What follows belongs to an exercise in optimizing a design on an open flow for small area, a short achievable clock period and few clock cycles per item; a production flow would make more cautious choices. At most, simulation tests tie the RTL to the original design; equivalence was not proved. No functional check of the RTL was part of runs 6 to 9. Power figures rest on the tool's default switching activity, not on a simulated workload.

==> design.v <==
module comparator #(
  parameter int DW = 16,
  parameter int IW = 2,
  parameter int HB = 3
) (
  input  logic [3:0][DW-1:0] val,
  input  logic [3:0][IW-1:0] idx,
  output logic [DW-1:0]      o_val,
  output logic [IW+1:0]      o_idx
);
  localparam int LB = DW - HB;
  function automatic logic greater(input logic [LB-1:0] a, input logic [LB-1:0] b);
    logic c;
    c = 1'b0;
    for (int k = 0; k < LB; k++) c = (a[k] & ~b[k]) | ((a[k] | ~b[k]) & c);
    greater = c;
  endfunction
  logic [3:0] cand;              
  logic       any;
  logic [3:0] bits;
  logic [3:0][3:0] beats;        
  logic [3:0] win;
  always_comb begin
    cand = 4'b1111;
    for (int k = DW - 1; k >= LB; k--) begin
      for (int i = 0; i < 4; i++) bits[i] = val[i][k];
      any  = |(cand & bits);
      cand = cand & (bits | {4{~any}});
    end
  end
  always_comb begin
    beats = '0;
    for (int i = 0; i < 4; i++)
      for (int j = i + 1; j < 4; j++) begin
        beats[i][j] = greater(val[i][LB-1:0], val[j][LB-1:0]);
        beats[j][i] = ~beats[i][j];
      end
    for (int i = 0; i < 4; i++) begin
      win[i] = cand[i];
      for (int j = 0; j < 4; j++)
        if (j != i) win[i] = win[i] & (~cand[j] | beats[i][j]);
    end
  end
  always_comb begin
    o_val = '0;
    for (int i = 0; i < 4; i++) o_val |= {DW{win[i]}} & val[i];
  end
  assign o_idx[IW+1] = win[3] | win[2];
  assign o_idx[IW]   = win[3] | win[1];
  always_comb begin
    o_idx[IW-1:0] = '0;
    for (int i = 0; i < 4; i++) o_idx[IW-1:0] |= {IW{win[i]}} & idx[i];
  end
endmodule
module argmax16 #(
  parameter bit REG_MID = 1    
) (
  input  logic         clk,
  input  logic         rstn,        
  input  logic         in_valid,
  input  logic [255:0] in_data,     
  output logic         out_valid,
  output logic [3:0]   out_idx
);
  logic [3:0][15:0] gval, gval_q;    
  logic [3:0][1:0]  gidx, gidx_q;    
  logic [3:0]       idx_c;
  logic [3:0][3:0]  gx;              
  logic [15:0]      unused_val;
  always_ff @(posedge clk or negedge rstn) begin
    if (!rstn) out_valid <= 1'b0;
    else       out_valid <= in_valid;
  end
  for (genvar g = 0; g < 4; g++) begin : g_grp
    comparator #(.DW(16), .IW(1)) u_grp (
      .val   (in_data[64*g +: 64]),
      .idx   ('0),
      .o_val (gval[g]),
      .o_idx (gx[g][2:0])
    );
    assign gx[g][3] = 1'b0;
    assign gidx[g]  = gx[g][2:1];
  end
  comparator #(.DW(16), .IW(2)) u_top (
    .val   (gval_q),
    .idx   (gidx_q),
    .o_val (unused_val),
    .o_idx (idx_c)
  );
  if (REG_MID) begin : g_mid
    always_ff @(posedge clk) begin
      gval_q <= gval;
      gidx_q <= gidx;
    end
    assign out_idx = idx_c;
  end else begin : g_out
    assign gval_q = gval;
    assign gidx_q = gidx;
    always_ff @(posedge clk) out_idx <= idx_c;
  end
endmodule
==> flow/run.sh <==
#!/bin/bash
# Standard ORFS layout, with the port buffers made of sky130 buf cells
# instead of the delay buffer buffer_ports picks by default.
set -e
export BUFFER_PORTS_ARGS="-buffer_cell sky130_fd_sc_hd__buf_1"
bash standard.sh > standard.log 2>&1
==> standard.sh <==
#!/bin/bash
# synth_recipe.tcl (not shown) runs the flow's synth.tcl, then flattens the netlist and writes it again
# the make line also repeats each setting of config.mk as NAME=value (left out here)
make -C /OpenROAD-flow-scripts/flow DESIGN_CONFIG=/design/flow/config.mk WORK_HOME=/design/flow/orfs CLKGATE_MAP_FILE= SYNTH_SCRIPT=/design/flow/synth_recipe.tcl "${@:-finish}"
==> config.mk <==
export PLATFORM = sky130hd
export DESIGN_NAME = argmax16
export DESIGN_NICKNAME = argmax16
export VERILOG_FILES = /design/flow/design.v
export SDC_FILE = /design/flow/constraint.sdc
export NUM_CORES = 4
export LEC_CHECK = 0
export CAP_MARGIN = 20
export CORE_MARGIN = 2
export CORE_UTILIZATION = 55
export SETUP_SLACK_MARGIN = 4
export SLEW_MARGIN = 20
==> constraint.sdc <==
create_clock -name core_clock -period 8.5 [get_ports {clk}]
set_input_delay 1.7000 -clock core_clock [delete_from_list [all_inputs] [get_ports {clk}]]
set_output_delay 1.7000 -clock core_clock [all_outputs]
set_load 0.01 [all_outputs]
==> notes.md, run 1 <==
Post-Syn Area=between 10,000 and 15,000 sq um; Slew @ Worst Pin=0.641 ns; via count=approximately 13,000; top-area cell type share of the netlist area=between 10 and 15%; first-pass GRT wire length=around 57 mm; std cell rows=50; kind of critical path=register to output port; ys flop type=dfxtp_1; Post-synth EDFFs=0; routed length on met3=about 2.6 mm; GR Overflow Total=0; nets@finish=about 2,000; sequential area share after synthesis=approximately 14%; Buffers on Ports=between 200 and 300; Initial DRT Pass Iterations=7; fmax=roughly 0.21 GHz; synth unique cells=75; Post-synth ARST share=1.37%; syn_nets=around 1,800; Setup violations, final=0; most common cell after layout, fill and taps aside=buf_1; Synth Warn #=3; Ports=around 260; Max Used Layer=met4; vias in the first global route=roughly 12,000; Synth Register Bits=73; M1 WL=about 15 mm; pin count of the biggest net entering global routing=16; clk slew on worst S/H paths=roughly 0.060 ns; post-DP HPWL=28.7 mm; critical path arrival=roughly 3.0 ns; max-cap violation count=0; Worst setup SP type=register; fillers=between 1,500 and 2,000; antenna violations before repair=0; Period minus WS final=approximately 4.7 ns; Hold Fails Final Rpt=0; CTS Buf Count=9; Leak=about 0.0047 uW; maximum vdd drop=approximately 0.1 mV; Synth area leader=dfxtp_1; Max clock buf depth=2; Starting DRT DRC Count=roughly 1,100; RSZ-0062 raised after global routing=true; Antenna Cells=0; CP endpoint kind=output port; worst hold path class=input port to asynchronous set/reset pin; status=complete, no violations; leading cell types in the layout, fill and taps excluded=buf_1 (256), inv_1 (205), maj3_1 (128); Tcrit/Tclk final=~56%; Initial Util=between 50% and 60%; All-Layer GR Usage=between 30% and 40%; TritonCTS clock tree=built; ANT nets after route=0; H-Tree Depth=3; Met2 Wirelength=about 17 mm; Layout area overhead=17.1%; Final GP Congestion=approximately 0.97; Slew Limit Fails=0; layout cell share with drive strength beyond 1=under 10%; Slew headroom=~57%; Layout Utilization=65.5%; CTS sink count=73; die height=~140 um; Root Driver=clkbuf_16; drt total wl=around 36 mm; wire length per cell=18.0 um; drc violations=0; top cells by area, synth=dfxtp_1 (14%), maj3_1 (13%), inv_1 (7.5%); die footprint=slightly above 20,000 sq um; mean area per synthesized cell=~7 sq um; Hold-fix buffers, CTS=0; Syn Inst Count=roughly 1,500; Die X=142 um; placeable core area=approximately 19,000 sq um; sum of negative setup slack=0 ns; CP max FO=4; Vias/cell=6.61; Critical Path RT=6.80 ns; PwrDens=about 150 nW/um^2
-- cell usage after synthesis (24+ instances only) --
cell type and instances:
a21oi_1 66, a221o_1 44, a221oi_1 28, a222oi_1 27
a22o_1 41, clkbuf_1 26, dfxtp_1 72, inv_1 208
maj3_1 134, nand2_1 102, nand2b_1 53, nand3_1 49
nor2_1 99, nor2b_1 61, nor3_1 34, o2111ai_1 24
o21ai_0 98, o22ai_1 31
-- through the flow --
stage | power (uW) | setup WS [ns] | hold WS, ns | std cells | area [sq um]
after floorplan | 1090 | 4.02 | 1.40 | 1492 | 10500
after global placement | 1370 | 3.45 | 1.46 | 1964 | 11700
after detailed placement | 1380 | 3.43 | 1.47 | 1964 | 11700
after CTS | 1820 | 3.66 | 1.10 | 1984 | 12100
after global routing | 1970 | 3.65 | 1.10 | 1987 | 12300
final | 1860 | 3.77 | 1.10 | 1987 | 12300
-- where the power goes --
group          total (uW)  internal, uW  switching, uW
combinational         960           420            540
clock                 388           235            152
sequential            514           415           99.4
total                1860          1070            792
-- sequential cells by signal (all words and copies together), names as in the netlist --
| register | count |
|---|---|
| gidx_q | 8 |
| gval_q | 64 |
| out_valid | 1 |
-- layout make-up --
| cell class | instances | area (sq um) | area share, % |
|---|---|---|---|
| clock inverter | 6 | 67.6 | 0.551 |
| inverter | 208 | 781 | 6.37 |
| clock buffer | 10 | 239 | 1.95 |
| multi-input combinational | 1179 | 8250 | 67.3 |
| tap | 234 | 293 | 2.39 |
| sequential | 73 | 1490 | 12.2 |
| timing repair buffer | 277 | 1140 | 9.29 |
-- per-layer routing --
| metal | GRT usage, % | vias up |
|---|---|---|
| met4 | 10.7 | 0 |
| met3 | 3.33 | 70 |
| met2 | 58.3 | 631 |
| li1 | - | 6279 |
| met1 | 45.0 | 6153 |
| met5 | 0 | - |
-- final timing paths --
check	from	endpoint	cells after the start
min in group core_clock	in_valid	out_valid	1
worst max-delay path	gval_q[54]	out_idx[1]	11
max in group asynchronous	rstn	out_valid	1
worst min-delay path	rstn	out_valid	1
-- logic make-up (layout without fill, tap and decap cells) --
group	after synthesis	in the layout	synth area share, %
simple gates	449	449	21.4
buf+inv	240	501	8.76
flops	73	73	14.0
fa+ha+maj	138	138	13.2
compound gates	592	592	42.6
-- critical path: stages (launching register included) --
cell       delay [ns]
dfxtp_4          0.36
nor2b_4          0.12
maj3_2           0.29
maj3_2           0.30
maj3_2           0.31
maj3_2           0.33
a2111oi_4        0.20
a211oi_2         0.10
nor2_1           0.14
nor2_2           0.07
a221o_1          0.32
buf_6            0.14
-- what timing repair did --
item                                    4_1_cts  5_1_grt
gates resized for setup                      41       33
cloned                                        0        0
pin swaps                                    14       16
endpoints found under the setup margin       39       59
setup buffers                                 4        3
Testbench counts, summed over its fixed seeds: cycles 8,200, items 8,192.
==> inputs of run 2 (changes only) <==
--- a/config.mk
+++ b/config.mk
@@ -8,5 +8,6 @@
 export CAP_MARGIN = 20
 export CORE_MARGIN = 2
 export CORE_UTILIZATION = 55
+export CTS_BUF_LIST = sky130_fd_sc_hd__clkbuf_4 sky130_fd_sc_hd__clkbuf_8
 export SETUP_SLACK_MARGIN = 4
 export SLEW_MARGIN = 20
==> run 2 against run 1 <==
Compared with the run above: count of clock-buffer cells in the layout unchanged; combinational power about the same; utilization decreased by 0.45 points; hold slack got worse by 0.032 ns; maximum frequency decreased by 0.13%; clock power decreased by 28%; global-route usage decreased by 0.19 points; critical endpoint unchanged.
==> notes.md, run 2 <==
CP max FO=4 (unchanged); H-Tree Depth=3 (unchanged); Syn Inst Count=1,492 (unchanged); CTS sink count=73 (unchanged); Setup violations, final=0 (unchanged); Crit path buffers/inverters=1 (unchanged); Die X=142 um (unchanged); slowest stage delay, CP=0.36 ns (about the same); CP max-delay cell=dfxtp_4; Ports=264 (unchanged); DP Cell Count=1,964 (unchanged); Worst setup SP type=register; maximum vdd drop=0.0962 mV (-2.4%); Slew Limit Fails=0 (unchanged); Synth area leader=dfxtp_1; wire length per cell=18.0 um (-0.13%); layout cell share with drive strength beyond 1=6.50% (unchanged); Buffers on Ports=263 (unchanged); std cell rows=50 (unchanged); Post-synth ARST share=1.37% (unchanged); mean area per synthesized cell=7.01 sq um (unchanged); Net Sw Power=776 uW (-2.0%); CTS Buf Count=9 (unchanged); Layout area overhead=16.3%; Internal Pwr Total=982 uW (-8.2%); Net Sw Frac=44.1% (+1.6 points); die height=142 um (unchanged); All-Layer GR Usage=33.8% (-0.19 points); Synth Register Bits=73 (unchanged); Synth Warn #=3 (unchanged); Initial DRT Pass Iterations=8 (+1); RSZ-0062 raised after global routing=true; drc violations=0 (unchanged); share of power burned in registers=29.2% (+1.6 points); worst hold path class=input port to asynchronous set/reset pin; sum of negative setup slack=0 ns (unchanged); die footprint=20,100 sq um (unchanged); largest register by flop count=gval_q; TritonCTS clock tree=built; Critical Path RT=6.80 ns (about the same); placeable core area=18,700 sq um (unchanged); Critical Path Most Common Cell=maj3_2; fmax=0.211 GHz (-0.13%); Tcrit/Tclk final=55.7% (+0.073 points); top cells by area, synth=dfxtp_1 (14%), maj3_1 (13%), inv_1 (7.5%); max-cap violation count=0 (unchanged); Starting DRT DRC Count=1,205 (+9.3%); Slew headroom=46.4% (-11 points); first-pass GRT wire length=57.1 mm (-0.44%); max FFs per register=64 (unchanged); nets@finish=2,007 (unchanged); Period minus WS final=4.74 ns (+0.00619 ns); critical path arrival=3.04 ns (about the same); Worst Setup SP=gval_q[54]; synth unique cells=75 (unchanged); area of the multi-input gates=8250 sq um (about the same); via count=13,100 (-0.091%); vias in the first global route=11,700 (-0.28%); ANT nets after route=0 (unchanged); antenna violations before repair=0 (unchanged); Max clock buf depth=2 (unchanged); top-area cell type share of the netlist area=13.8% (unchanged); Initial Util=55.9% (unchanged); Hold Fails Final Rpt=0 (unchanged); sequential area share after synthesis=14.0% (unchanged); syn_nets=1,751 (unchanged); Gate power share=54.8% (+3.2 points); Commonest cells post-synth=inv_1 (208), maj3_1 (134), nand2_1 (102); Final GP Congestion=0.972 (unchanged); Root Driver=clkbuf_8; pin count of the biggest net entering global routing=16 (unchanged); most common cell in the synthesized netlist=inv_1; worst path cell trace=nor2b_4, maj3_2, maj3_2, maj3_2, maj3_2, a2111oi_4, a211oi_2, nor2_1, nor2_2, a221o_1, buf_6; post-DP HPWL=28.7 mm (unchanged); Vias/cell=6.60 (about the same); storage element area=1500 sq um (+0.25%); kind of critical path=register to output port; Post-synth EDFFs=0 (unchanged); Finished Layout Cells=1,987 (unchanged); CP endpoint kind=output port; PwrDens=144 nW/um^2 (-4.9%); status=complete, no violations; Antenna Cells=0 (unchanged); drt total wl=35.8 mm (-0.13%); clk slew on worst S/H paths=0.08 ns (+0.02 ns); most common cell after layout, fill and taps aside=buf_1; Post-Syn Area=10,500 sq um (unchanged); Slew @ Worst Pin=0.783 ns (+0.142 ns); biggest regs=gval_q x64, gidx_q x8, out_valid x1; leading cell types in the layout, fill and taps excluded=buf_1 (259), inv_1 (206), maj3_1 (127); GR Overflow Total=0 (unchanged); ys flop type=dfxtp_1; Leak=0.00466 uW (-1.0%); Clk pwr share=16.0% (-4.8 points); CP top delay family=adder cells; fillers=1,787 (+0.96%)
==> run 2: layer usage <==
layer,global-route usage [%],routed length [um],vias to the layer above
met5,0,0,-
met4,10.0,826,0
met3,3.47,2720,85
met2,58.1,17000,640
met1,44.8,15200,6123
li1,-,-,6273
==> run 2: cell type report <==
class	count	share of cell area [%]
flip-flops and latches	73	12.3
inverters	208	6.44
clock inverters	6	0.555
multi-input cells	1179	67.8
clock buffers	10	1.13
well taps	234	2.41
repair buffers	277	9.43
==> run 2: final timing paths <==
path,end,slack [ns],cells after the start
hold / removal,out_valid,1.07,1
min in group core_clock,out_valid,1.42,1
max in group asynchronous,out_valid,7.33,1
setup / recovery,out_idx[1],3.76,11
==> run 2: what timing repair did <==
| action | in CTS | in global routing |
|---|---|---|
| setup endpoints to repair | 32 | 59 |
| resized for setup | 41 | 34 |
| hold buffers | 0 | 0 |
| hold endpoints to repair | 0 | 0 |
| setup buffers | 2 | 5 |
| pin swaps | 12 | 18 |
==> run 2: through the flow <==
stage	cell area [sq um]	setup WS (ns)	utilization, %	total power, uW	hold WS [ns]
2_1_floorplan	10500	4.02	-	1090	1.40
3_3_place_gp	11700	3.45	62.3	1370	1.46
3_5_place_dp	11700	3.43	62.3	1380	1.47
4_1_cts	12000	3.62	64.3	1720	1.06
5_1_grt	12200	3.62	65.1	1880	1.05
6_report	12200	3.76	65.1	1760	1.07
==> run 2: power by group through the flow <==
stage	combinational [uW]	sequential, uW	clock [uW]
4_1_cts	925	508	287
2_1_floorplan	623	464	0
3_5_place_dp	871	512	0
5_1_grt	1060	520	301
6_report	963	514	281
3_3_place_gp	861	514	0
==> run 2: logic make-up (layout without fill, tap and decap cells) <==
logic type	Yosys count	after routing	share of synthesized area (%)
buf+inv	240	501	8.76
compound gates	592	592	42.6
fa+ha+maj	138	138	13.2
flops	73	73	14.0
simple gates	449	449	21.4
==> inputs of run 3 (changes only) <==
--- a/config.mk
+++ b/config.mk
@@ -8,6 +8,6 @@
 export CAP_MARGIN = 20
 export CORE_MARGIN = 2
 export CORE_UTILIZATION = 55
-export CTS_BUF_LIST = sky130_fd_sc_hd__clkbuf_4 sky130_fd_sc_hd__clkbuf_8
-export SETUP_SLACK_MARGIN = 4
+export SETUP_SLACK_MARGIN = 5
 export SLEW_MARGIN = 20
+export TNS_END_PERCENT = 10
==> run 3 against run 2 <==
Compared with the run above: global-route usage is 0.60 points higher; die area unchanged; sequential cell count stayed put; via count increased by 2.2%; largest cell class unchanged; critical path type unchanged; sequential power increased by 0.8%; non-clock buffer count grew 20; maximum frequency rose by 0.15%; combinational power up 8%; power up 10%; sequential share of layout area down 0.77 points; critical path depth stayed put; worst setup slack improved by 0.0069 ns; largest power group unchanged.
==> notes.md, run 3 <==
status=complete, no violations; die footprint=20,100 sq um (unchanged); PwrDens=150 nW/um^2 (+3.7%); Internal Pwr Total=1120 uW (+14%); Synth area leader=dfxtp_1; first-pass GRT wire length=57.7 mm (+0.97%); GR Overflow Total=0 (unchanged); Post-synth EDFFs=0 (unchanged); Ports=264 (unchanged); layout cell share with drive strength beyond 1=12.9% (+6.3 points); vias in the first global route=12,000 (+2.6%); Initial DRT Pass Iterations=9 (+1); Commonest cells post-synth=inv_1 (208), maj3_1 (134), nand2_1 (102); Vias/cell=6.68 (+1.1%); sum of negative setup slack=0 ns (unchanged); mean area per synthesized cell=7.01 sq um (unchanged); Slew @ Worst Pin=0.978 ns (+0.195 ns); Leak=0.00504 uW (+8.1%); Tot Pwr=1940 uW (+10%); Synth Register Bits=73 (unchanged); Synth Warn #=3 (unchanged); TritonCTS clock tree=built; top-area cell type share of the netlist area=13.8% (unchanged); Worst setup SP type=register; fmax=0.211 GHz (+0.15%); Period minus WS final=4.73 ns (-0.00687 ns); via count=13,400 (+2.2%); Clk pwr share=19.9% (+3.9 points); All-Layer GR Usage=34.4% (+0.60 points); Max clock buf depth=2 (unchanged); biggest regs=gval_q x64, gidx_q x8, out_valid x1; nets@finish=2,028 (+1.0%); Syn Inst Count=1,492 (unchanged); Gate power share=53.4% (-1.4 points); H-Tree Depth=3 (unchanged); CTS Buf Count=9 (unchanged); Layout Utilization=69.3% (+4.2 points); ANT nets after route=0 (unchanged); Tcrit/Tclk final=55.6% (-0.081 points); antenna violations before repair=0 (unchanged); Buffers on Ports=263 (unchanged); Post-Syn Area=10,500 sq um (unchanged); Hold Fails Final Rpt=0 (unchanged); critical path arrival=3.03 ns (about the same); drc violations=0 (unchanged); sequential area share after synthesis=14.0% (unchanged); wire length per cell=18.7 um (+3.7%); Starting DRT DRC Count=1,115 (-7.5%); CTS sink count=73 (unchanged); CP endpoint kind=output port; fillers=1,664 (-6.9%); worst path cell trace=inv_4, a222oi_1, o211ai_1, o31a_1, a21o_1, maj3_2, o2111ai_2, a31oi_2, a22o_1, a221o_1, buf_6; maximum vdd drop=0.0930 mV (-3.3%); synth unique cells=75 (unchanged); slowest stage delay, CP=0.41 ns (+0.05 ns); drt total wl=37.5 mm (+4.8%); share of power burned in registers=26.7% (-2.5 points); Crit path buffers/inverters=2 (+1); worst hold path class=input port to asynchronous set/reset pin; pin count of the biggest net entering global routing=16 (unchanged); clk slew on worst S/H paths=0.06 ns (-0.02 ns); top cells by area, synth=dfxtp_1 (14%), maj3_1 (13%), inv_1 (7.5%); Post-synth ARST share=1.37% (unchanged); CP max FO=4 (unchanged); most common cell after layout, fill and taps aside=buf_1; max FFs per register=64 (unchanged); Root Driver=clkbuf_16; Slew headroom=34.8% (-12 points); Antenna Cells=0 (unchanged); kind of critical path=register to output port; leading cell types in the layout, fill and taps excluded=buf_1 (228), inv_1 (203), maj3_1 (110); post-DP HPWL=28.6 mm (-0.22%); placeable core area=18,700 sq um (unchanged); Slew Limit Fails=0 (unchanged); Critical Path RT=6.80 ns (about the same); CP top delay family=compound AO/OA/AOI/OAI gates; std cell rows=50 (unchanged); Net Sw Power=823 uW (+6.1%); syn_nets=1,751 (unchanged); Layout area overhead=23.9%; Net Sw Frac=42.4% (-1.7 points); ys flop type=dfxtp_1; Die X=142 um (unchanged); Setup violations, final=0 (unchanged); largest register by flop count=gval_q; most common cell in the synthesized netlist=inv_1; RSZ-0062 raised after global routing=true; CP max-delay cell=a222oi_1; die height=142 um (unchanged); Initial Util=55.9% (unchanged); max-cap violation count=0 (unchanged); Final GP Congestion=0.977 (+0.57%)
## run 3: cell counts after synthesis
No cell type changed its count.
## run 3: layer usage
metal  vias up  GRT usage, %  part of all wire, %
met4         0          11.2                  2.8
met1      6236          44.6                   42
met3       107          3.97                  8.0
li1       6335             -                    -
met2       727          59.5                   48
met5         -             0                    0
## run 3: worst paths after layout
kind / from / end / slack [ns] / depth (start not counted)
max in group asynchronous: rstn / out_valid / 7.29 / 1
min in group core_clock: in_valid / out_valid / 1.47 / 1
worst max-delay path: gval_q[9] / out_idx[1] / 3.77 / 11
worst min-delay path: rstn / out_valid / 1.12 / 1
## run 3: power by group through the flow
stage                     registers, uW  clock network (uW)  logic, uW
after CTS                           509                 393        941
after global placement              515                   0        860
after floorplan                     464                   0        624
after detailed placement            513                   0        870
final                               518                 386       1040
after global routing                523                 405       1130
## run 3: logic make-up (layout without fill, tap and decap cells)
kind of cell	Yosys count	count (layout)	synth area share, %
DFF	73	73	14.0
and+or+nand+nor	449	450	21.4
buffers and inverters	240	521	8.76
adders and majority gates	138	138	13.2
AOI/OAI and AO/OA	592	592	42.6
## run 3: cell type report
cell class	count	area [sq um]	share of cell area (%)
repair buffers	297	1430	11.0
clock inverters	6	72.6	0.560
flip-flops and latches	73	1490	11.5
inverters	208	783	6.04
multi-input cells	1180	8660	66.8
well taps	234	293	2.26
clock buffers	10	239	1.84
## run 3: metrics by stage
step                      setup slack, ns  hold slack (ns)  std cells  area [sq um]
after floorplan                      4.11             1.40       1492         10500
after global placement               3.46             1.46       1964         11700
after detailed placement             3.37             1.47       1964         11700
after CTS                            3.69             1.11       1989         12300
after global routing                 3.60             1.11       2008         13000
final                                3.77             1.12       2008         13000
## run 3: what timing repair did
action                                 in CTS  in global routing
gates cloned                                1                  3
pin swaps                                  29                 49
buffers inserted                            8                 16
gates resized for setup                    72                145
setup endpoints to repair                  64                 64
hold buffers                                0                  0
endpoints found under the hold margin       0                  0
==> inputs of run 4 (changes only) <==
--- a/config.mk
+++ b/config.mk
@@ -8,6 +8,6 @@
 export CAP_MARGIN = 20
 export CORE_MARGIN = 2
 export CORE_UTILIZATION = 55
-export SETUP_SLACK_MARGIN = 5
+export SETUP_SLACK_MARGIN = 4.5
 export SLEW_MARGIN = 20
 export TNS_END_PERCENT = 10
==> run 4 against run 3 <==
Compared with the run above: still clean on timing, DRC and antenna; first-iteration DRC count down 2.4%; sequential power is essentially flat; utilization shrank 1.2 points; area after synthesis did not move; combinational power barely moved; global-route usage unchanged; hold slack got worse by 0.00072 ns; non-clock buffer count is 8 lower; sequential share of layout area rose by 0.20 points; count of clock-buffer cells in the layout did not move; synthesized cell count unchanged; power shrank 1.1%; largest cell class unchanged; highest routed layer unchanged.
==> notes.md, run 4 <==
status=complete, no violations; Leak=0.00494 uW (-2.1%); Vias/cell=6.60 (-1.1%); Finished Layout Cells=2,000 (-0.40%); Antenna Cells=0 (unchanged); top cells by area, synth=dfxtp_1 (14%), maj3_1 (13%), inv_1 (7.5%); antenna violations before repair=0 (unchanged); Internal Pwr Total=1110 uW (-0.98%); ANT nets after route=0 (unchanged); share of power burned in registers=26.9% (+0.2 points); Net Sw Frac=42.3% (-0.064 points); Starting DRT DRC Count=1,088 (-2.4%); worst hold path class=input port to asynchronous set/reset pin; die footprint=20,100 sq um (unchanged); Die X=142 um (unchanged); fmax=0.212 GHz (about the same); placeable core area=18,700 sq um (unchanged); kind of critical path=register to output port; Critical Path RT=6.80 ns (about the same); Hold Fails Final Rpt=0 (unchanged); PwrDens=151 nW/um^2 (+0.64%); drt total wl=36.8 mm (-2.0%); Slew Limit Fails=0 (unchanged); post-DP HPWL=28.6 mm (unchanged); CTS Buf Count=9 (unchanged); H-Tree Depth=3 (unchanged); RSZ-0062 raised after global routing=true; Initial Util=55.9% (unchanged); largest register by flop count=gval_q; Slew headroom=35.2% (+0.46 points); Buffers on Ports=263 (unchanged); syn_nets=1,751 (unchanged); Ports=264 (unchanged); Synth Warn #=3 (unchanged); slowest stage delay, CP=0.42 ns (about the same); Layout Utilization=68.1% (-1.2 points); vias in the first global route=12,000 (unchanged); die height=142 um (unchanged); CTS sink count=73 (unchanged); Setup violations, final=0 (unchanged); Post-Syn Area=10,500 sq um (unchanged); Gate power share=52.9% (-0.5 points); Commonest cells post-synth=inv_1 (208), maj3_1 (134), nand2_1 (102); top-area cell type share of the netlist area=13.8% (unchanged); DP Cell Count=1,964 (unchanged); All-Layer GR Usage=34.4% (unchanged); critical path arrival=3.03 ns (about the same); Max clock buf depth=2 (unchanged); Tcrit/Tclk final=55.6% (about the same); maximum vdd drop=0.0926 mV (-0.51%); wire length per cell=18.4 um (-1.6%); first-pass GRT wire length=57.7 mm (unchanged); GR Overflow Total=0 (unchanged); Syn Inst Count=1,492 (unchanged); max-cap violation count=0 (unchanged); worst path cell trace=inv_4, a222oi_1, o211ai_1, o31a_1, a21o_1, maj3_2, o2111ai_2, a31oi_2, a22o_1, a221o_1, buf_6; Final GP Congestion=0.977 (unchanged); Crit path buffers/inverters=2 (unchanged); Synth Register Bits=73 (unchanged); Post-synth EDFFs=0 (unchanged); sequential area share after synthesis=14.0% (unchanged); Tot Pwr=1920 uW (-1.1%); nets@finish=2,020 (-0.39%); mean area per synthesized cell=7.01 sq um (unchanged); biggest regs=gval_q x64, gidx_q x8, out_valid x1; Net Sw Power=812 uW (-1.2%); sum of negative setup slack=0 ns (unchanged); Synth area leader=dfxtp_1; CP max-delay cell=a222oi_1; drc violations=0 (unchanged); most common cell in the synthesized netlist=inv_1; TritonCTS clock tree=built; CP endpoint kind=output port; Initial DRT Pass Iterations=8 (-1); clk slew on worst S/H paths=0.06 ns (about the same); layout cell share with drive strength beyond 1=11.2% (-1.6 points); max FFs per register=64 (unchanged); Layout area overhead=21.8%; leading cell types in the layout, fill and taps excluded=buf_1 (233), inv_1 (204), maj3_1 (115); Period minus WS final=4.73 ns (-0.00136 ns); Clk pwr share=20.1% (+0.2 points); Worst Setup SP=gval_q[9]; CP max FO=4 (unchanged); Slew @ Worst Pin=0.971 ns (-0.00695 ns); most common cell after layout, fill and taps aside=buf_1; via count=13,200 (-1.5%); Worst setup SP type=register; hold_ws=1.12 ns (-0.000720 ns); CP top delay family=compound AO/OA/AOI/OAI gates; pin count of the biggest net entering global routing=16 (unchanged); std cell rows=50 (unchanged); Root Driver=clkbuf_16; ys flop type=dfxtp_1; synth unique cells=75 (unchanged); Post-synth ARST share=1.37% (unchanged)
run 4: cell counts after synthesis:
No cell type changed its count.
run 4: area by class of cell:
cell class,instances,area [sq um]
tap,234,293
multi-input combinational,1180,8530
clock inverter,6,72.6
fill,1716,5960
clock buffer,10,239
sequential,73,1490
inverter,208,783
timing repair buffer,289,1330
run 4: metrics by stage:
| stage | setup WS, ns | area [sq um] |
|---|---|---|
| 2_1_floorplan | 4.11 | 10500 |
| 3_3_place_gp | 3.46 | 11700 |
| 3_5_place_dp | 3.37 | 11700 |
| 4_1_cts | 3.69 | 12300 |
| 5_1_grt | 3.60 | 12700 |
| 6_report | 3.77 | 12700 |
run 4: kinds of logic after synthesis:
logic type	count (synthesis)	share of synthesized area [%]
AO/OA/AOI/OAI	592	42.6
adder cells (fa/ha/maj)	138	13.2
flip-flops	73	14.0
buffers and inverters	240	8.76
AND/OR/NAND/NOR	449	21.4
run 4: layer usage:
metal  track usage [%]  routed length, um  share of wire, %
met1              44.6              15700                43
met2              59.5              17400                47
met3              3.97               2720               7.4
met4              11.2                946               2.6
met5                 0                  0                 0
run 4: worst max path at each step:
stage          depth (start not counted)  slack (ns)          to
2_1_floorplan                         11        4.11  gval_q[10]
3_3_place_gp                          11        3.46  gval_q[18]
3_5_place_dp                          11        3.37  gval_q[16]
4_1_cts                               11        3.69  out_idx[0]
5_1_grt                               11        3.60  out_idx[0]
6_report                              11        3.77  out_idx[1]
run 4: what timing repair did:
| action | 4_1_cts | 5_1_grt |
|---|---|---|
| gates resized for setup | 72 | 93 |
| buffers inserted | 8 | 8 |
| gates cloned | 1 | 3 |
| endpoints found under the setup margin | 64 | 64 |
| hold buffers | 0 | 0 |
| pin swaps | 29 | 34 |
run 4: power by group through the flow:
stage	clock, uW	sequential (uW)	combinational [uW]
6_report	387	517	1020
4_1_cts	393	509	941
5_1_grt	405	523	1110
3_5_place_dp	0	513	870
3_3_place_gp	0	515	860
2_1_floorplan	0	464	624
==> inputs of run 5 (changes only) <==
--- a/config.mk
+++ b/config.mk
@@ -8,6 +8,8 @@
 export CAP_MARGIN = 20
 export CORE_MARGIN = 2
 export CORE_UTILIZATION = 55
-export SETUP_SLACK_MARGIN = 4.5
+export CTS_BUF_LIST = sky130_fd_sc_hd__clkbuf_8 sky130_fd_sc_hd__clkbuf_16
+export CTS_CLUSTER_DIAMETER = 150
+export CTS_CLUSTER_SIZE = 40
+export SETUP_SLACK_MARGIN = 4
 export SLEW_MARGIN = 20
-export TNS_END_PERCENT = 10
==> run 5 against run 4 <==
Compared with the run above: maximum frequency hardly changed; sequential power hardly changed; largest cell class unchanged; sequential cell count is the same; area after synthesis stayed put; sequential share of layout area grew 0.45 points; worst setup slack got worse by 0.0020 ns; utilization fell by 2.6 points.
==> notes.md, run 5 <==
share of power burned in registers=27.6% (+0.7 points); CP max-delay cell=dfxtp_4; Max clock buf depth=2 (unchanged); fillers=1,770 (+3.1%); Vias/cell=6.61 (+0.14%); Critical Path RT=6.80 ns (about the same); Worst setup SP type=register; layout cell share with drive strength beyond 1=6.50% (-4.7 points); worst path cell trace=nor2b_4, maj3_2, maj3_2, maj3_2, maj3_2, a2111oi_4, a211oi_2, nor2_1, nor2_2, a221o_1, buf_6; first-pass GRT wire length=57.4 mm (-0.51%); Ports=264 (unchanged); Period minus WS final=4.73 ns (+0.00204 ns); Commonest cells post-synth=inv_1 (208), maj3_1 (134), nand2_1 (102); kind of critical path=register to output port; Post-Syn Area=10,500 sq um (unchanged); GR Overflow Total=0 (unchanged); TritonCTS clock tree=built; ys flop type=dfxtp_1; Critical Path Most Common Cell=maj3_2; worst hold path class=input port to asynchronous set/reset pin; Hold Fails Final Rpt=0 (unchanged); Crit path buffers/inverters=1 (-1); die footprint=20,100 sq um (unchanged); Starting DRT DRC Count=1,102 (+1.3%); CTS sink count=73 (unchanged); Critical Path End=out_idx[1]; PwrDens=152 nW/um^2 (+0.82%); Slew headroom=57.1% (+22 points); Root Driver=clkbuf_16; Post-synth EDFFs=0 (unchanged); Syn Inst Count=1,492 (unchanged); Slew Limit Fails=0 (unchanged); largest register by flop count=gval_q; Setup violations, final=0 (unchanged); placeable core area=18,700 sq um (unchanged); most common cell in the synthesized netlist=inv_1; All-Layer GR Usage=34.0% (-0.41 points); Synth area leader=dfxtp_1; top cells by area, synth=dfxtp_1 (14%), maj3_1 (13%), inv_1 (7.5%); top-area cell type share of the netlist area=13.8% (unchanged); Crit path depth=11 (unchanged); wire length per cell=18.0 um (-1.9%); Leak=0.00471 uW (-4.5%); leading cell types in the layout, fill and taps excluded=buf_1 (256), inv_1 (205), maj3_1 (128); CTS Buf Count=9 (unchanged); Initial DRT Pass Iterations=7 (-1); pin count of the biggest net entering global routing=16 (unchanged); Die X=142 um (unchanged); slowest stage delay, CP=0.36 ns (-0.06 ns); status=complete, no violations; Post-synth ARST share=1.37% (unchanged); max FFs per register=64 (unchanged); most common cell after layout, fill and taps aside=buf_1; vias in the first global route=11,700 (-2.2%); RSZ-0062 raised after global routing=true; synth unique cells=75 (unchanged); sequential area share after synthesis=14.0% (unchanged); post-DP HPWL=28.7 mm (+0.22%); biggest regs=gval_q x64, gidx_q x8, out_valid x1; CP max FO=4 (unchanged); die height=142 um (unchanged); Synth Register Bits=73 (unchanged); clk slew on worst S/H paths=0.06 ns (about the same); via count=13,100 (-0.51%); Buffers on Ports=263 (unchanged); Net Sw Frac=42.5% (+0.20 points); Final GP Congestion=0.972 (-0.56%); critical path arrival=3.03 ns (about the same); Layout area overhead=17.1%; final worst slack=3.77 ns (-0.00204 ns); Antenna Cells=0 (unchanged); Tcrit/Tclk final=55.6% (about the same); pre-CTS setup slack=3.43 ns (+0.0560 ns); max-cap violation count=0 (unchanged); ANT nets after route=0 (unchanged); Net Sw Power=792 uW (-2.6%); syn_nets=1,751 (unchanged); std cell rows=50 (unchanged); CP top delay family=adder cells; Internal Pwr Total=1070 uW (-3.3%); mean area per synthesized cell=7.01 sq um (unchanged); Hold-fix buffers, CTS=0 (unchanged); drt total wl=35.9 mm (-2.5%); CP endpoint kind=output port; Synth Warn #=3 (unchanged); Clk pwr share=20.8% (+0.7 points); sum of negative setup slack=0 ns (unchanged); Worst Setup SP=gval_q[54]; Slew @ Worst Pin=0.641 ns (-0.330 ns); Initial Util=55.9% (unchanged); antenna violations before repair=0 (unchanged); nets@finish=2,007 (-0.64%); drc violations=0 (unchanged); maximum vdd drop=0.0986 mV (+6.5%); H-Tree Depth=3 (unchanged); Gate power share=51.6% (-1.3 points); fmax=0.211 GHz (about the same)
==> run 5: cell counts after synthesis <==
Identical to the previous run, type by type.
==> run 5: per-layer routing <==
layer | share of wire, % | global-route usage, %
met2 | 48 | 58.3
met5 | 0 | 0
met3 | 7.2 | 3.33
met4 | 2.3 | 10.7
met1 | 43 | 45.0
==> run 5: logic make-up (layout without fill, tap and decap cells) <==
family,after synthesis,after routing,synth area share (%)
DFF,73,73,14.0
AOI/OAI and AO/OA,592,592,42.6
adders and majority gates,138,138,13.2
buffers and inverters,240,501,8.76
and+or+nand+nor,449,449,21.4
==> run 5: what timing repair did <==
item / in CTS / in global routing
buffers inserted: 4 / 3
endpoints found under the setup margin: 39 / 59
resized for setup: 41 / 33
pin swaps: 14 / 16
==> run 5: stage by stage <==
step	area [sq um]	power (uW)	instances	util (%)	hold WS, ns
floorplan	10500	1090	1492	-	1.40
global placement	11700	1370	1964	62.3	1.46
detailed placement	11700	1380	1964	62.3	1.47
CTS	12100	1820	1984	64.9	1.10
global route	12300	1970	1987	65.5	1.10
finish	12300	1860	1987	65.5	1.10
==> run 5: cell type report <==
type	instances	area, sq um	area share, %
multi-input combinational	1179	8250	67.3
sequential	73	1490	12.2
timing repair buffer	277	1140	9.29
inverter	208	781	6.37
tap	234	293	2.39
clock buffer	10	239	1.95
clock inverter	6	67.6	0.551
==> run 5: worst min-delay path by stage <==
stage / start / to / cells after the start / slack (ns)
detailed placement: rstn / out_valid / 1 / 1.47
finish: rstn / out_valid / 1 / 1.10
global placement: rstn / out_valid / 1 / 1.46
global route: rstn / out_valid / 1 / 1.10
floorplan: rstn / out_valid / 0 / 1.40
CTS: rstn / out_valid / 1 / 1.10
==> run 5: power groups by stage <==
stage	Clock [uW]	Combinational, uW	Sequential (uW)
after floorplan	0	623	464
after global placement	0	861	514
after detailed placement	0	871	512
after CTS	387	928	509
after global routing	404	1050	520
final	388	960	514
==> inputs of run 6 (changes only) <==
--- a/design.v
+++ b/design.v
@@ -53,7 +53,9 @@
   end
 endmodule
 module argmax16 #(
-  parameter bit REG_MID = 1    
+  parameter bit REG_MID = 1,   
+  parameter int HBG     = 3,   
+  parameter int HBT     = 2    
 ) (
   input  logic         clk,
   input  logic         rstn,        
@@ -72,7 +74,7 @@
     else       out_valid <= in_valid;
   end
   for (genvar g = 0; g < 4; g++) begin : g_grp
-    comparator #(.DW(16), .IW(1)) u_grp (
+    comparator #(.DW(16), .IW(1), .HB(HBG)) u_grp (
       .val   (in_data[64*g +: 64]),
       .idx   ('0),
       .o_val (gval[g]),
@@ -81,7 +83,7 @@
     assign gx[g][3] = 1'b0;
     assign gidx[g]  = gx[g][2:1];
   end
-  comparator #(.DW(16), .IW(2)) u_top (
+  comparator #(.DW(16), .IW(2), .HB(HBT)) u_top (
     .val   (gval_q),
     .idx   (gidx_q),
     .o_val (unused_val),
--- a/config.mk
+++ b/config.mk
@@ -8,8 +8,5 @@
 export CAP_MARGIN = 20
 export CORE_MARGIN = 2
 export CORE_UTILIZATION = 55
-export CTS_BUF_LIST = sky130_fd_sc_hd__clkbuf_8 sky130_fd_sc_hd__clkbuf_16
-export CTS_CLUSTER_DIAMETER = 150
-export CTS_CLUSTER_SIZE = 40
 export SETUP_SLACK_MARGIN = 4
 export SLEW_MARGIN = 20
==> run 6 against run 5 <==
Compared with the run above: still clean; final cell count rose by 5.7%; clock power fell by 7.5%; wire length rose by 14%; maximum frequency rose by 3.9%; final area rose by 4.8%; die area rose by 5.3%; critical endpoint is now out_idx[0].
==> notes.md, run 6 <==
status=complete, no violations; sum of negative setup slack=0 ns (unchanged); Root Driver=clkbuf_16; kind of critical path=register to output port; Post-Syn Area=11,000 sq um (+5.4%); Layout area overhead=16.4%; clk slew on worst S/H paths=0.06 ns (about the same); RSZ-0062 raised after global routing=true; sequential area share after synthesis=13.3% (-0.72 points); Die X=146 um (+2.6%); first-pass GRT wire length=65.5 mm (+14%); via count=14,300 (+8.8%); Layout Utilization=65.6% (about the same); CP max FO=3 (-1); placed cell areas=12,200 sq um (+4.6%); pin count of the biggest net entering global routing=21 (+5); Buffers on Ports=263 (unchanged); Synth area leader=dfxtp_1; worst hold path class=input port to asynchronous set/reset pin; Worst setup SP type=register; Internal Pwr Total=1060 uW (-0.53%); top-area cell type share of the netlist area=13.1% (-0.71 points); drc violations=0 (unchanged); CP endpoint kind=output port; biggest regs=gval_q x64, gidx_q x8, out_valid x1; drt total wl=40.9 mm (+14%); Slew Limit Fails=0 (unchanged); most common cell after layout, fill and taps aside=buf_1; Tot Pwr=1970 uW (+5.9%); Worst Setup SP=gval_q[32]; most common cell in the synthesized netlist=inv_1; Initial DRT Pass Iterations=6 (-1); post-DP HPWL=32.0 mm (+12%); nets@finish=2,089 (+4.1%); maximum vdd drop=0.100 mV (+1.4%); Synth Warn #=3 (unchanged); Slew headroom=39.2% (-18 points); Clk pwr share=18.2% (-2.6 points); fmax=0.220 GHz (+3.9%); placeable core area=19,600 sq um (+4.7%); PwrDens=153 nW/um^2 (+1.0%); std cell rows=51 (+2.0%); max FFs per register=64 (unchanged); CTS sink count=73 (unchanged); ys flop type=dfxtp_1; top cells by area, synth=dfxtp_1 (13%), maj3_1 (11%), inv_1 (7.6%); Max clock buf depth=2 (unchanged); layout cell share with drive strength beyond 1=7.14% (+0.64 points); Hold-fix buffers, CTS=0 (unchanged); vias in the first global route=13,000 (+11%); wire length per cell=19.5 um (+7.9%); Syn Inst Count=1,586 (+6.3%); Setup violations, final=0 (unchanged); antenna violations before repair=0 (unchanged); TritonCTS clock tree=built; Slew @ Worst Pin=0.908 ns (+0.267 ns); final worst slack=3.95 ns (+0.177 ns); Post-synth ARST share=1.37% (unchanged); Hold Fails Final Rpt=0 (unchanged); mean area per synthesized cell=6.96 sq um (-0.81%); Commonest cells post-synth=inv_1 (224), maj3_1 (118), nor2_1 (107); Final GP Congestion=0.978 (+0.63%); Synth Register Bits=73 (unchanged); Net Sw Frac=46.0% (+3.5 points); GR Overflow Total=0 (unchanged); leading cell types in the layout, fill and taps excluded=buf_1 (260), inv_1 (222), maj3_1 (109); Ports=264 (unchanged); share of power burned in registers=27.3% (-0.3 points); Post-synth EDFFs=0 (unchanged); Initial Util=56.3% (+0.38 points); Starting DRT DRC Count=1,632 (+48%); critical path arrival=2.85 ns (-0.18 ns); Tcrit/Tclk final=53.6% (-2.1 points); ANT nets after route=0 (unchanged); All-Layer GR Usage=36.4% (+2.4 points); largest register by flop count=gval_q; Period minus WS final=4.55 ns (-0.177 ns); pre-CTS setup slack=3.56 ns (+0.127 ns); Leak=0.00473 uW (+0.43%); final instance area=12,800 sq um (+4.8%); die footprint=21,200 sq um (+5.3%); Gate power share=54.5% (+2.9 points); syn_nets=1,845 (+5.4%); CTS Buf Count=9 (unchanged); die height=146 um (+2.6%); Net Sw Power=906 uW (+14%); Critical Path RT=6.80 ns (about the same); Vias/cell=6.80 (+2.9%); H-Tree Depth=3 (unchanged); max-cap violation count=0 (unchanged); synth unique cells=82 (+9.3%); Antenna Cells=0 (unchanged)
-- run 6: layout make-up --
class | count | area, sq um
sequential | 73 | 1500
tap | 265 | 332
timing repair buffer | 275 | 1090
fill | 1910 | 6750
inverter | 224 | 841
clock inverter | 6 | 40.0
multi-input combinational | 1247 | 8800
clock buffer | 10 | 239
-- run 6: layer usage --
layer | GRT usage [%] | routed length [um]
met3 | 5.86 | 4280
met4 | 11.4 | 1240
met5 | 0 | 0
met2 | 60.1 | 18700
met1 | 48.6 | 16600
-- run 6: worst max-delay path: stages (launching register included) --
cell and delay [ns]:
dfxtp_2 0.33, nand2b_4 0.13, maj3_2 0.30, maj3_2 0.31
maj3_2 0.34, a21oi_4 0.22, o32ai_2 0.11, o21ai_2 0.25
a32oi_2 0.22, o211ai_1 0.13, buf_2 0.16
-- run 6: repair_timing --
action | 4_1_cts | 5_1_grt
gates resized for setup | 47 | 40
endpoints found under the setup margin | 20 | 58
pin swaps | 16 | 20
setup buffers | 1 | 5
-- run 6: kinds of logic (layout without fill, tap and decap cells) --
family,after synthesis,after routing,share of synthesized area (%)
AO/OA/AOI/OAI,661,661,44.8
adder cells (fa/ha/maj),121,121,11.0
buffers and inverters,266,515,9.48
flip-flops,73,73,13.3
AND/OR/NAND/NOR,465,465,21.5
-- run 6: through the flow --
step / hold slack, ns / instances
after floorplan: 1.40 / 1586
after global placement: 1.46 / 2078
after detailed placement: 1.46 / 2078
after CTS: 1.11 / 2095
after global routing: 1.11 / 2100
final: 1.11 / 2100
-- run 6: power groups by stage --
| stage | sequential, uW | clock, uW | combinational (uW) |
|---|---|---|---|
| CTS | 523 | 360 | 1010 |
| floorplan | 472 | 0 | 676 |
| detailed placement | 524 | 0 | 945 |
| global route | 543 | 376 | 1170 |
| global placement | 526 | 0 | 933 |
| finish | 537 | 359 | 1070 |
-- run 6: worst paths after layout --
| kind | endpoint | slack (ns) | cells after the start |
|---|---|---|---|
| setup / recovery | out_idx[0] | 3.95 | 10 |
| hold / removal | out_valid | 1.11 | 1 |
| max in group asynchronous | out_valid | 7.29 | 1 |
| min in group core_clock | out_valid | 1.46 | 1 |
==> inputs of run 7 (changes only) <==
--- a/design.v
+++ b/design.v
@@ -55,7 +55,7 @@
 module argmax16 #(
   parameter bit REG_MID = 1,   
   parameter int HBG     = 3,   
-  parameter int HBT     = 2    
+  parameter int HBT     = 4    
 ) (
   input  logic         clk,
   input  logic         rstn,        
==> run 7 against run 6 <==
Compared with the run above: critical path type unchanged; final cell count down 5.1%; sequential cell count stayed put; still clean on timing, DRC and antenna; area after synthesis is 6.7% lower; largest power group unchanged.
==> notes.md, run 7 <==
status=complete, no violations; clk slew on worst S/H paths=0.06 ns (about the same); via count=12,900 (-9.5%); CTS Buf Count=9 (unchanged); Slew headroom=61.9% (+23 points); Commonest cells post-synth=inv_1 (212), maj3_1 (135), nor2_1 (129); Setup violations, final=0 (unchanged); Max clock buf depth=2 (unchanged); Period minus WS final=4.97 ns (+0.416 ns); Post-synth ARST share=1.37% (unchanged); max FFs per register=64 (unchanged); synth unique cells=95 (+16%); Syn Inst Count=1,473 (-7.1%); Antenna Cells=0 (unchanged); top cells by area, synth=dfxtp_1 (14%), maj3_1 (13%), inv_1 (7.7%); CP endpoint kind=output port; std cell rows=50 (-2.0%); biggest regs=gval_q x64, gidx_q x8, out_valid x1; post-DP HPWL=27.7 mm (-13%); Initial DRT Pass Iterations=6 (unchanged); Hold Fails Final Rpt=0 (unchanged); maximum vdd drop=0.135 mV (+35%); Tcrit/Tclk final=58.5% (+4.9 points); routed length on met3=3.03 mm (-29%); fmax=0.201 GHz (-8.4%); most common cell in the synthesized netlist=inv_1; worst hold path class=input port to asynchronous set/reset pin; Starting DRT DRC Count=1,128 (-31%); Buffers on Ports=263 (unchanged); leading cell types in the layout, fill and taps excluded=buf_1 (257), inv_1 (208), maj3_1 (126); ANT nets after route=0 (unchanged); Leak=0.00474 uW (+0.24%); RSZ-0062 raised after global routing=true; Critical Path RT=6.80 ns (about the same); drt total wl=35.5 mm (-13%); Synth area leader=dfxtp_1; max-cap violation count=0 (unchanged); Synth Warn #=3 (unchanged); Met2 Wirelength=16.4 mm (-12%); Slew Limit Fails=0 (unchanged); top-area cell type share of the netlist area=14.0% (+0.95 points); die footprint=19,800 sq um (-6.6%); drc violations=0 (unchanged); sequential area share after synthesis=14.3% (+0.96 points); CP max FO=3 (unchanged); ys flop type=dfxtp_1; Ports=264 (unchanged); die height=141 um (-3.3%); hold_ws=1.11 ns (-0.00583 ns); GR Overflow Total=0 (unchanged); Post-synth EDFFs=0 (unchanged); layout cell share with drive strength beyond 1=10.2% (+3.1 points); largest register by flop count=gval_q; H-Tree Depth=3 (unchanged); kind of critical path=register to output port; M1 WL=15.5 mm (-6.9%); syn_nets=1,732 (-6.1%); Post-Syn Area=10,300 sq um (-6.7%); wire length per cell=17.8 um (-8.4%); pin count of the biggest net entering global routing=16 (-24%); most common cell after layout, fill and taps aside=buf_1; Die X=141 um (-3.3%); mean area per synthesized cell=6.98 sq um (+0.41%); Root Driver=clkbuf_16; All-Layer GR Usage=34.2% (-2.2 points); antenna violations before repair=0 (unchanged); Hold-fix buffers, CTS=0 (unchanged); sum of negative setup slack=0 ns (unchanged); TritonCTS clock tree=built; Synth Register Bits=73 (unchanged); PwrDens=150 nW/um^2 (-2.1%); Layout area overhead=21.7%; Layout Utilization=67.6% (+2.0 points); Worst setup SP type=register; CTS sink count=73 (unchanged); Max Used Layer=met4; Vias/cell=6.49 (-4.6%); Final GP Congestion=0.956 (-2.3%); Initial Util=55.6% (-0.76 points); nets@finish=2,012 (-3.7%); placeable core area=18,500 sq um (-5.5%); Slew @ Worst Pin=0.571 ns (-0.337 ns); first-pass GRT wire length=57.3 mm (-12%); vias in the first global route=11,800 (-9.5%); Tot Pwr=1880 uW (-4.6%); critical path arrival=3.27 ns (+0.42 ns)
## run 7: stage by stage
step	area, sq um	cells	setup WS [ns]
2_1_floorplan	10300	1473	4.02
3_3_place_gp	11500	1950	3.28
3_5_place_dp	11500	1950	3.17
4_1_cts	12300	1985	3.61
5_1_grt	12500	1992	3.39
6_report	12500	1992	3.53
## run 7: power by group
part	internal, uW	switching (uW)
registers	414	84.3
clock network	239	155
logic	435	555
## run 7: repair_timing
item	in CTS	in global routing
setup buffers	19	7
setup endpoints to repair	44	65
resized for setup	90	42
pin swaps	34	13
## run 7: critical path: stages (launching register included)
cell and delay, ns:
dfxtp_4 0.36, nor2b_4 0.14, o21a_1 0.20, or4b_4 0.57, o32a_1 0.20, o2111a_2 0.19
o41ai_4 0.43, o41ai_4 0.17, o2111a_1 0.20, a22oi_2 0.17, o221ai_1 0.13, buf_2 0.17
## run 7: layout make-up
class	instances	area [sq um]
multi-input combinational	1166	8300
timing repair buffer	290	1290
clock inverter	6	72.6
tap	234	293
fill	1700	6000
sequential	73	1520
inverter	213	800
clock buffer	10	239
## run 7: kinds of logic after synthesis
group / share of synthesized area, %
compound gates: 40.4
fa+ha+maj: 14.3
buf+inv: 8.84
flops: 14.3
simple gates: 22.3
## run 7: metal layers
layer	track usage (%)	up-vias
met4	7.05	0
met3	4.45	53
li1	-	6195
met5	0	-
met2	57.7	684
met1	46.8	6002
## run 7: path summary, 6_finish.rpt
path,start,to,slack (ns),cells after the start
worst max-delay path,gval_q[46],out_idx[1],3.53,11
worst min-delay path,rstn,out_valid,1.11,1
max in group asynchronous,rstn,out_valid,7.30,1
min in group core_clock,in_valid,out_valid,1.45,1
==> inputs of run 8 (changes only) <==
--- a/design.v
+++ b/design.v
@@ -1,7 +1,7 @@
 module comparator #(
   parameter int DW = 16,
   parameter int IW = 2,
-  parameter int HB = 3
+  parameter int HB = 2
 ) (
   input  logic [3:0][DW-1:0] val,
   input  logic [3:0][IW-1:0] idx,
@@ -15,17 +15,16 @@
     for (int k = 0; k < LB; k++) c = (a[k] & ~b[k]) | ((a[k] | ~b[k]) & c);
     greater = c;
   endfunction
-  logic [3:0] cand;              
-  logic       any;
-  logic [3:0] bits;
+  logic [3:0]      cand;         
+  logic [3:0]      bits;
   logic [3:0][3:0] beats;        
-  logic [3:0] win;
+  logic [3:0]      win;
   always_comb begin
     cand = 4'b1111;
     for (int k = DW - 1; k >= LB; k--) begin
       for (int i = 0; i < 4; i++) bits[i] = val[i][k];
-      any  = |(cand & bits);
-      cand = cand & (bits | {4{~any}});
+      o_val[k] = |(cand & bits);
+      cand = cand & (bits | {4{~o_val[k]}});
     end
   end
   always_comb begin
@@ -42,8 +41,8 @@
     end
   end
   always_comb begin
-    o_val = '0;
-    for (int i = 0; i < 4; i++) o_val |= {DW{win[i]}} & val[i];
+    o_val[LB-1:0] = '0;
+    for (int i = 0; i < 4; i++) o_val[LB-1:0] |= {LB{win[i]}} & val[i][LB-1:0];
   end
   assign o_idx[IW+1] = win[3] | win[2];
   assign o_idx[IW]   = win[3] | win[1];
@@ -55,7 +54,7 @@
 module argmax16 #(
   parameter bit REG_MID = 1,   
   parameter int HBG     = 3,   
-  parameter int HBT     = 4    
+  parameter int HBT     = 3    
 ) (
   input  logic         clk,
   input  logic         rstn,        
==> run 8 against run 7 <==
Compared with the run above: utilization shrank 1.7 points; critical path depth is the same; critical endpoint is now out_idx[0]; die area grew 7.8%; worst setup slack gained 0.11 ns; hold slack is essentially flat; critical path type unchanged; still clean; sequential cell count is the same; clock power shrank 6.9%; count of clock-buffer cells in the layout is the same; non-clock buffer count shrank 5; final cell count grew 6.2%.
==> notes.md, run 8 <==
Slew headroom=27.2% (-35 points); Critical Path Most Common Cell=maj3_2; Max clock buf depth=2 (unchanged); worst hold path class=input port to asynchronous set/reset pin; Layout Utilization=65.9% (-1.7 points); Tcrit/Tclk final=57.2% (-1.3 points); biggest regs=gval_q x64, gidx_q x8, out_valid x1; Synth Warn #=3 (unchanged); drt total wl=39.6 mm (+12%); Syn Inst Count=1,585 (+7.6%); status=complete, no violations; nets@finish=2,100 (+4.4%); Initial DRT Pass Iterations=9 (+3); synth unique cells=90 (-5.3%); vias in the first global route=12,600 (+7.0%); top-area cell type share of the netlist area=13.0% (-1.0 points); Buffers on Ports=263 (unchanged); hold_ws=1.11 ns (+0.0000500 ns); placeable core area=20,000 sq um (+8.2%); Slew Limit Fails=0 (unchanged); antenna violations before repair=0 (unchanged); CTS Buf Count=9 (unchanged); CP max FO=6 (+3); Setup violations, final=0 (unchanged); Initial Util=55.5% (-0.085 points); Vias/cell=6.64 (+2.2%); PwrDens=151 nW/um^2 (+0.21%); pin count of the biggest net entering global routing=16 (unchanged); Antenna Cells=0 (unchanged); Period minus WS final=4.86 ns (-0.106 ns); Starting DRT DRC Count=1,155 (+2.4%); Synth Register Bits=73 (unchanged); max FFs per register=64 (unchanged); CP endpoint kind=output port; layout cell share with drive strength beyond 1=9.59% (-0.65 points); most common cell in the synthesized netlist=inv_1; clk slew on worst S/H paths=0.06 ns (about the same); Worst setup SP type=register; CP max-delay cell=dfxtp_2; GR Overflow Total=0 (unchanged); Post-Syn Area=11,100 sq um (+8.1%); die height=146 um (+3.8%); Post-synth ARST share=1.37% (unchanged); std cell rows=52 (+4.0%); sum of negative setup slack=0 ns (unchanged); Leak=0.00501 uW (+5.7%); ys flop type=dfxtp_1; slowest stage delay, CP=0.39 ns (-0.18 ns); Post-synth EDFFs=0 (unchanged); drc violations=0 (unchanged); Hold Fails Final Rpt=0 (unchanged); die footprint=21,400 sq um (+7.8%); top cells by area, synth=dfxtp_1 (13%), maj3_1 (11%), inv_1 (6.9%); Commonest cells post-synth=inv_1 (205), maj3_1 (120), nor2_1 (117); mean area per synthesized cell=7.01 sq um (+0.42%); Root Driver=clkbuf_16; TritonCTS clock tree=built; H-Tree Depth=3 (unchanged); critical path arrival=3.16 ns (-0.11 ns); largest register by flop count=gval_q; Die X=146 um (+3.8%); maximum vdd drop=0.115 mV (-15%); Synth area leader=dfxtp_1; Layout area overhead=18.8%; max-cap violation count=0 (unchanged); Slew @ Worst Pin=1.09 ns (+0.521 ns); post-DP HPWL=30.6 mm (+10%); RSZ-0062 raised after global routing=true; via count=14,000 (+8.6%); most common cell after layout, fill and taps aside=buf_1; All-Layer GR Usage=35.0% (+0.81 points); first-pass GRT wire length=63.0 mm (+10%); sequential area share after synthesis=13.2% (-1.1 points); leading cell types in the layout, fill and taps excluded=buf_1 (259), inv_1 (204), nor2_1 (115); CTS sink count=73 (unchanged); Critical Path RT=6.80 ns (about the same); Final GP Congestion=1.00 (+5.1%); ANT nets after route=0 (unchanged); wire length per cell=18.7 um (+5.0%); kind of critical path=register to output port; worst path cell trace=inv_1, maj3_2, nor4b_2, a31oi_1, and3_1, maj3_2, nor3_1, nor2_1, a22oi_2, o211ai_1, buf_2; syn_nets=1,844 (+6.5%); fmax=0.206 GHz (+2.2%); Ports=264 (unchanged)
==> run 8: changes by cell type in the layout (fill, tap and decap cells not counted), sizes merged, moves of 15 or more <==
cell,previous run,this run
nand2b,49,79
o211ai,17,37
a22o,14,31
o221ai,47,28
a221o,17,35
nand4,10,25
nor2b,54,71
==> run 8: final timing paths <==
check,from,to,slack (ns),cells past startpoint
setup / recovery,gval_q[27],out_idx[0],3.64,11
hold / removal,rstn,out_valid,1.11,1
max in group asynchronous,rstn,out_valid,7.30,1
min in group core_clock,in_valid,out_valid,1.45,1
==> run 8: kinds of logic after synthesis <==
family | after synthesis | share of synthesized area (%)
compound gates | 610 | 41.8
fa+ha+maj | 132 | 12.0
buf+inv | 247 | 8.71
flops | 73 | 13.2
simple gates | 523 | 24.3
==> run 8: where the power goes <==
part           switching, uW  total [uW]  internal (uW)
clock network            158         367            208
registers                107         526            419
logic                    626        1100            471
total                    891        1990           1100
==> run 8: metrics by stage <==
stage               setup WS, ns  area, sq um  cells  power (uW)
finish                      3.64        13200   2116        1990
global route                3.55        13200   2116        2100
CTS                         3.74        12900   2106        1890
detailed placement          3.60        12300   2081        1430
global placement            3.65        12300   2081        1420
floorplan                   4.21        11100   1585        1130
==> run 8: layout make-up <==
type,instances,area [sq um]
Timing Repair Buffer,285,1200
Multi-Input combinational cell,1265,9070
Tap cell,270,338
Clock buffer,10,239
Sequential cell,73,1530
Clock inverter,6,50.0
Fill cell,1951,6830
Inverter,207,777
==> run 8: worst max-delay path: cells and delay by family, from the launching register on <==
| family | cells | cell delay (ns) |
|---|---|---|
| and+or+nand+nor | 4 | 0.92 |
| adders and majority gates | 2 | 0.74 |
| buffers and inverters | 2 | 0.32 |
| DFF | 1 | 0.39 |
| AOI/OAI and AO/OA | 3 | 0.45 |
==> run 8: what timing repair did <==
item | CTS | global route
buffers inserted | 9 | 10
hold buffers | 0 | 0
gates resized for setup | 81 | 44
setup endpoints to repair | 18 | 59
pin swaps | 27 | 30
==> run 8: routing by layer <==
metal | vias up | GRT usage [%] | part of all wire (%)
li1 | 6621 | - | -
met1 | 6589 | 46.4 | 42
met2 | 732 | 59.8 | 47
met3 | 100 | 3.97 | 8.1
met4 | 0 | 10.5 | 2.8
met5 | - | 0 | 0
==> inputs of run 9 (changes only) <==
==> design.v (replaced) <==
module comparator #(
  parameter int DW = 16
) (
  input  logic [DW-1:0] a,
  input  logic [DW-1:0] b,
  output logic          gt
);
  always_comb begin
    gt = 1'b0;
    for (int k = 0; k < DW; k++) gt = (a[k] & ~b[k]) | ((a[k] | ~b[k]) & gt);
  end
endmodule
module argmax4_tree #(
  parameter int DW = 16
) (
  input  logic [3:0][DW-1:0] val,
  output logic [DW-1:0]      o_val,
  output logic [1:0]         o_idx
);
  logic          lo_a, hi_a, top_a;    
  logic [DW-1:0] lo_v, hi_v;
  comparator #(.DW(DW)) u_lo  (.a(val[0]), .b(val[1]), .gt(lo_a));
  comparator #(.DW(DW)) u_hi  (.a(val[2]), .b(val[3]), .gt(hi_a));
  assign lo_v = lo_a ? val[0] : val[1];
  assign hi_v = hi_a ? val[2] : val[3];
  comparator #(.DW(DW)) u_top (.a(lo_v), .b(hi_v), .gt(top_a));
  assign o_val = top_a ? lo_v : hi_v;
  assign o_idx = top_a ? {1'b0, ~lo_a} : {1'b1, ~hi_a};
endmodule
module argmax4_flat #(
  parameter int DW = 16
) (
  input  logic [3:0][DW-1:0] val,
  output logic [3:0]         win
);
  logic gt01, gt02, gt03, gt12, gt13, gt23;    
  comparator #(.DW(DW)) u01 (.a(val[0]), .b(val[1]), .gt(gt01));
  comparator #(.DW(DW)) u02 (.a(val[0]), .b(val[2]), .gt(gt02));
  comparator #(.DW(DW)) u03 (.a(val[0]), .b(val[3]), .gt(gt03));
  comparator #(.DW(DW)) u12 (.a(val[1]), .b(val[2]), .gt(gt12));
  comparator #(.DW(DW)) u13 (.a(val[1]), .b(val[3]), .gt(gt13));
  comparator #(.DW(DW)) u23 (.a(val[2]), .b(val[3]), .gt(gt23));
  assign win[0] =  gt01 &  gt02 &  gt03;
  assign win[1] = ~gt01 &  gt12 &  gt13;
  assign win[2] = ~gt02 & ~gt12 &  gt23;
  assign win[3] = ~gt03 & ~gt13 & ~gt23;
endmodule
module argmax16 (
  input  logic         clk,
  input  logic         rstn,        
  input  logic         in_valid,
  input  logic [255:0] in_data,     
  output logic         out_valid,
  output logic [3:0]   out_idx
);
  logic [3:0][15:0] gval, gval_q;    
  logic [3:0][1:0]  gidx, gidx_q;    
  logic [3:0]       win;             
  always_ff @(posedge clk or negedge rstn) begin
    if (!rstn) out_valid <= 1'b0;
    else       out_valid <= in_valid;
  end
  for (genvar g = 0; g < 4; g++) begin : g_grp
    argmax4_tree #(.DW(16)) u_grp (
      .val   (in_data[64*g +: 64]),
      .o_val (gval[g]),
      .o_idx (gidx[g])
    );
  end
  always_ff @(posedge clk) begin
    gval_q <= gval;
    gidx_q <= gidx;
  end
  argmax4_flat #(.DW(16)) u_top (
    .val (gval_q),
    .win (win)
  );
  always_comb begin
    out_idx[3] = win[3] | win[2];
    out_idx[2] = win[3] | win[1];
    out_idx[1:0] = '0;
    for (int g = 0; g < 4; g++) out_idx[1:0] |= {2{win[g]}} & gidx_q[g];
  end
endmodule
--- a/config.mk
+++ b/config.mk
@@ -7,6 +7,6 @@
 export LEC_CHECK = 0
 export CAP_MARGIN = 20
 export CORE_MARGIN = 2
-export CORE_UTILIZATION = 55
+export CORE_UTILIZATION = 40
 export SETUP_SLACK_MARGIN = 4
 export SLEW_MARGIN = 20
==> run 9 against run 8 <==
Compared with the run above: power rose by 13%; via count fell by 25%; largest power group unchanged; hold slack improved by 0.0065 ns; highest routed layer unchanged; sequential cell count did not move; clock power rose by 2%; critical path depth rose by 5; sequential power rose by 2%; wire length fell by 20%; count of clock-buffer cells in the layout rose by 3; worst setup slack got worse by 0.77 ns; final cell count fell by 10%; critical endpoint unchanged.
==> notes.md, run 9 <==
Net Sw Frac=40.8% (-3.9 points); biggest regs=gval_q x64, gidx_q x8, out_valid x1; Setup violations, final=0 (unchanged); via count=10,600 (-25%); most common cell after layout, fill and taps aside=buf_1; std cell rows=54 (+3.8%); final worst slack=2.87 ns (-0.769 ns); leading cell types in the layout, fill and taps excluded=buf_1 (230), inv_1 (183), nand2_1 (90); PwrDens=174 nW/um^2 (+16%); Finished Layout Cells=1,894 (-10%); Starting DRT DRC Count=607 (-47%); Antenna Cells=0 (unchanged); Post-Syn Area=9030 sq um (-19%); Clk pwr share=16.7% (-1.7 points); post-synthesis adder-cell area fraction=8.15% (-3.9 points); Worst setup SP type=register; critical path arrival=3.93 ns (+0.77 ns); Net Sw Power=917 uW (+3.0%); Crit path buffers/inverters=1 (-1); status=complete, no violations; Slew headroom=38.1% (+11 points); DP Cell Count=1,768 (-15%); post-DP HPWL=23.9 mm (-22%); nets@finish=1,868 (-11%); Synth Register Bits=73 (unchanged); CTS sink count=73 (unchanged); RSZ-0062 raised after global routing=true; mean area per synthesized cell=7.26 sq um (+3.4%); pin count of the biggest net entering global routing=18 (+2); Post-synth ARST share=1.37% (unchanged); synth unique cells=83 (-7.8%); max-cap violation count=0 (unchanged); ANT nets after route=0 (unchanged); share of power burned in registers=23.9% (-2.5 points); Synth area leader=dfxtp_1; Crit path depth=16 (+5); Tcrit/Tclk final=66.2% (+9.0 points); Commonest cells post-synth=inv_1 (189), mux2i_1 (107), nand2_1 (93); Layout area overhead=42.9%; ys flop type=dfxtp_1; CP top delay family=compound AO/OA/AOI/OAI gates; top cells by area, synth=dfxtp_1 (16%), mux2i_1 (12%), inv_1 (7.9%); TritonCTS clock tree=built; post-synthesis mux area share=14.6% (+15 points); maximum vdd drop=0.130 mV (+13%); max FFs per register=64 (unchanged); drt total wl=31.7 mm (-20%); Initial DRT Pass Iterations=8 (-1); sum of negative setup slack=0 ns (unchanged)
[run 9: cell types whose count changed in the layout (fill, tap and decap cells not counted), sizes merged, moves of 17 or more]
cell	change
mux2i	+107
nand4	-22
maj3	-57
nor2b	-21
a221o	-29
nor3	-37
inv	-17
mux2	+21
nor2	-33
a22oi	-22
a22o	-28
nand2b	-35
buf	+75
[run 9: what timing repair did]
action,in CTS,in global routing
hold buffers,0,0
endpoints found under the hold margin,0,0
pin swaps,91,68
resized for setup,193,107
gates cloned,7,0
endpoints found under the setup margin,70,70
buffers inserted,82,21
[run 9: routing by layer]
metal / vias to the layer above / GRT usage (%) / routed length (um)
li1: 5291 / - / -
met1: 4921 / 31.4 / 13900
met2: 323 / 44.0 / 15600
met3: 39 / 3.19 / 1670
met4: 0 / 8.19 / 617
met5: - / 0 / 0
[run 9: logic make-up (layout without fill, tap and decap cells)]
family,count (synthesis),in the layout
flip-flops,73,73
multiplexers,128,128
adder cells (fa/ha/maj),73,75
AO/OA/AOI/OAI,386,386
AND/OR/NAND/NOR,373,373
buffers and inverters,211,579
[run 9: final cells by class]
type | count | area (sq um) | area share [%]
sequential | 73 | 1490 | 11.5
tap | 280 | 350 | 2.72
inverter | 190 | 713 | 5.53
timing repair buffer | 373 | 2200 | 17.1
clock buffer | 13 | 280 | 2.17
clock inverter | 3 | 21.3 | 0.165
multi-input combinational | 962 | 7850 | 60.8
[run 9: final timing paths]
check	start	slack [ns]	endpoint
max	gval_q[33]	2.87	out_idx[0]
min	rstn	1.11	out_valid
max in group asynchronous	rstn	7.28	out_valid
min in group core_clock	in_valid	1.46	out_valid
[run 9: power by group through the flow]
stage               registers [uW]  clock network (uW)  logic, uW
floorplan                      494                   0        766
global placement               536                   0        970
detailed placement             534                   0        981
CTS                            535                 380       1240
global route                   548                 394       1450
finish                         537                 375       1330
[run 9: per-stage QoR]
stage	total power, uW	util (%)
after floorplan	1260	-
after global placement	1510	47.6
after detailed placement	1520	47.6
after CTS	2150	56.0
after global routing	2390	58.7
final	2250	58.7

Re-timed with assumed drivers on the ports (clkbuf_16 on the clock, buf_2 on other inputs), run 9 has 2.824 ns of setup slack against 2.869 ns with ideal ports, and 2.521 ns once port delays also move by the mid clock arrival of 0.385 ns.
